Source: an optimization exercise on an open RTL-to-GDS flow (aim: small area). Production flows keep margins and buffers that such runs may drop.
Only simulation tests tie the RTL to the original design; equivalence was not proved.

==> run a: inputs <==
==> flow/design.v (excerpt) <==
module basemul(
  input clk,
  input set,
  input wire signed [15:0] a1,
  input wire signed [15:0] a0,
  input wire signed [15:0] b1,
  input wire signed [15:0] b0,
  input wire signed [15:0] zeta,
  output wire signed [15:0] t1,
  output wire signed [15:0] t0
);
Settings: LEC_CHECK=0, CAP_MARGIN=20, CORE_MARGIN=2, CORE_UTILIZATION=75, CTS_CLUSTER_DIAMETER=100, CTS_CLUSTER_SIZE=30, SLEW_MARGIN=20, SYNTH_HIERARCHICAL=1, SYNTH_MINIMUM_KEEP_SIZE=0; clock period 9.0 ns.
standard.sh (not shown) runs the stock make flow with config.mk's settings and CLKGATE_MAP_FILE= SYNTH_SCRIPT=/design/flow/synth_recipe.tcl, a recipe that flattens the netlist after the stock synthesis.
==> flow/flow/run.sh <==
#!/bin/bash
# Own flow: the standard layout (standard synthesis unchanged), except that
# the input/output port buffers are the smallest buffer cell instead of the default,
# and after global routing cells on paths with positive slack are downsized (RECOVER_POWER).
set -euo pipefail
export BUFFER_PORTS_ARGS="-buffer_cell sky130_fd_sc_hd__buf_1"
export RECOVER_POWER=100
bash standard.sh finish > standard_flow.log 2>&1
==> run b (differences from run a) <==
==> flow/run.sh (new file) <==
#!/bin/bash
# synth_recipe.tcl (not shown) runs the flow's synth.tcl, then flattens the netlist and writes it again
# the make line also repeats each setting of config.mk as NAME=value (left out here)
make -C /OpenROAD-flow-scripts/flow DESIGN_CONFIG=/design/flow/config.mk WORK_HOME=/design/flow/orfs CLKGATE_MAP_FILE= SYNTH_SCRIPT=/design/flow/synth_recipe.tcl finish
Settings changed: CAP_MARGIN 20 to 0, CORE_UTILIZATION 75 to 40, SLEW_MARGIN 20 to 0.
removed: flow/flow/run.sh
removed: flow/standard.sh
==> run c (differences from run a) <==
Settings changed: CORE_UTILIZATION 75 to 65.
==> comparison <==
In run b the core utilization is lower than in run a, by 37 points. The highest final area belongs to run b, the lowest to run a. Die area, highest first: run b, run c, run a. Between run c and run a, the lower critical path depth is in run c (gap 5).

========
==> inputs of build 67 <==
Starting RTL as in the previous note.
==> flow/config.mk <==
export PLATFORM = sky130hd
export DESIGN_NAME = basemul
export DESIGN_NICKNAME = basemul
export VERILOG_FILES = /design/flow/design.v
export SDC_FILE = /design/flow/constraint.sdc
export NUM_CORES = 4
export LEC_CHECK = 0
export CAP_MARGIN = 20
export CORE_MARGIN = 2
export CORE_UTILIZATION = 40
export CTS_CLUSTER_DIAMETER = 100
export CTS_CLUSTER_SIZE = 30
export SLEW_MARGIN = 20
export SYNTH_HIERARCHICAL = 1
export SYNTH_MINIMUM_KEEP_SIZE = 0
==> flow/constraint.sdc <==
create_clock -name core_clock -period 9.0 [get_ports {clk}]
set_input_delay 1.8000 -clock core_clock [delete_from_list [all_inputs] [get_ports {clk}]]
set_output_delay 1.8000 -clock core_clock [all_outputs]
set_load 0.01 [all_outputs]
==> flow/flow/run.sh <==
#!/bin/bash
# Own flow: the standard layout (standard synthesis unchanged), except that
# the input/output port buffers are the smallest buffer cell instead of the default.
set -euo pipefail
export BUFFER_PORTS_ARGS="-buffer_cell sky130_fd_sc_hd__buf_1"
bash standard.sh finish > standard_flow.log 2>&1
==> trial 15 (differences from build 67) <==
==> flow/flow/run.sh (replaced) <==
#!/bin/bash
# Own flow: the standard layout (standard synthesis unchanged), except that
# the input/output port buffers are the smallest buffer cell instead of the default,
# and after global routing cells on paths with positive slack are downsized (RECOVER_POWER).
set -euo pipefail
export BUFFER_PORTS_ARGS="-buffer_cell sky130_fd_sc_hd__buf_1"
export RECOVER_POWER=100
bash standard.sh finish > standard_flow.log 2>&1
==> trial 25 (differences from build 67) <==
==> flow/run.sh (new file) <==
#!/bin/bash
# synth_recipe.tcl (not shown) runs the flow's synth.tcl, then flattens the netlist and writes it again
# the make line also repeats each setting of config.mk as NAME=value (left out here)
make -C /OpenROAD-flow-scripts/flow DESIGN_CONFIG=/design/flow/config.mk WORK_HOME=/design/flow/orfs CLKGATE_MAP_FILE= SYNTH_SCRIPT=/design/flow/synth_recipe.tcl finish
--- a/flow/config.mk
+++ b/flow/config.mk
@@ -12,2 +12,3 @@
 export CTS_CLUSTER_SIZE = 30
+export GPL_TIMING_DRIVEN = 0
 export SLEW_MARGIN = 20
removed: flow/flow/run.sh
removed: flow/standard.sh
==> notes <==
- Area after synthesis is the same in trial 15 and trial 25.
- Cell count is the same in trial 15 and build 67.
- In die area, trial 25 and build 67 do not differ.
- In count of clock-buffer cells in the layout, trial 25 and build 67 do not differ.
- In sequential cell count, build 67 and trial 25 do not differ.
- Critical path depth is the same in build 67 and trial 15.
- Wire length: trial 25 > build 67 > trial 15.
- Global-route usage is the same in trial 15 and build 67.
- Between trial 15 and trial 25, the lower first-iteration DRC count is in trial 25 (gap about 24%, measured against trial 25).
==> figures <==
Register Area: build 67 6560 um2; trial 15 6550 um2; trial 25 6650 um2
Max stage delay on crit path: build 67 0.66 ns; trial 15 0.66 ns; trial 25 0.62 ns
Unrepaired setup endpoints after global routing: build 67 false; trial 15 false; trial 25 true
TritonCTS buffer count: build 67 23; trial 15 23; trial 25 21
Insertion delay of the later-clocked pin in the worst-skew pair: build 67 0.63 ns; trial 15 0.62 ns; trial 25 0.59 ns
Result of the run: build 67 timing/DRC/antenna clean; trial 15 timing/DRC/antenna clean; trial 25 timing/DRC/antenna clean
Worst hold-check slack: build 67 0.329 ns; trial 15 0.329 ns; trial 25 0.312 ns
Number of instances resized during post-cts repair: build 67 0; trial 15 0; trial 25 52
Clock-cell share of area: build 67 2.15%; trial 15 2.16%; trial 25 1.76%
Tcrit/Tclk final: build 67 97.4%; trial 15 97.5%; trial 25 97.6%
Global router's overall resource usage: build 67 22.6%; trial 15 22.6%; trial 25 22.4%
Worst EP arrival: build 67 9.29 ns; trial 15 9.29 ns; trial 25 9.26 ns
HPWL after detailed placement: build 67 88,300 um; trial 15 88,300 um; trial 25 77,700 um
Smallest setup slack after layout: build 67 0.231 ns; trial 15 0.225 ns; trial 25 0.216 ns
Global-route wire length before repair: build 67 172,000 um; trial 15 172,000 um; trial 25 172,000 um
Slowest-stage cell, CP: build 67 sky130_fd_sc_hd__fa_1; trial 15 sky130_fd_sc_hd__fa_1; trial 25 sky130_fd_sc_hd__dfxtp_4
Post-Route Utilization: build 67 45.1%; trial 15 45.1%; trial 25 46.7%

==> what the ideal ports hide <==
How much do the figures lean on ideal ports? The routed layouts below were timed once more, with nothing changed but the port constraints.
Step 1 (the two cells are an assumption about what drives the block):
set clk [get_ports {clk}]
set_driving_cell -lib_cell sky130_fd_sc_hd__clkbuf_16 $clk
set_driving_cell -lib_cell sky130_fd_sc_hd__buf_2 [delete_from_list [all_inputs] $clk]
Step 2 moves the port delays by t, midway between the first and last clock arrival at a register: inputs arrive t later, outputs are due t later. That takes back most of the time a late clock gives input paths.
a / b / c = no drivers / after step 1 / after step 2; a / b = the first two.
| run | t (ns) | slack for setup (ns) | worst hold slack (ns) | cell pins on the clock port's net |
|---|---|---|---|---|
| run a | 0.624 | 0.171 / 0.171 / 0.171 | 0.326 / 0.326 / 0.326 | 1 |
| run b | 0.655 | 0.244 / 0.244 / 0.244 | 0.320 / 0.320 / 0.320 | 1 |
| run c | 0.646 | 0.264 / 0.264 / 0.264 | 0.333 / 0.333 / 0.333 | 1 |
| build 67 | 0.679 | 0.231 / 0.231 / 0.231 | 0.329 / 0.329 / 0.329 | 1 |
| trial 15 | 0.678 | 0.225 / 0.225 / 0.225 | 0.329 / 0.329 / 0.329 | 1 |
| trial 25 | 0.637 | 0.216 / 0.216 / 0.216 | 0.312 / 0.312 / 0.312 | 1 |
After both steps setup and hold are still met in every run listed.
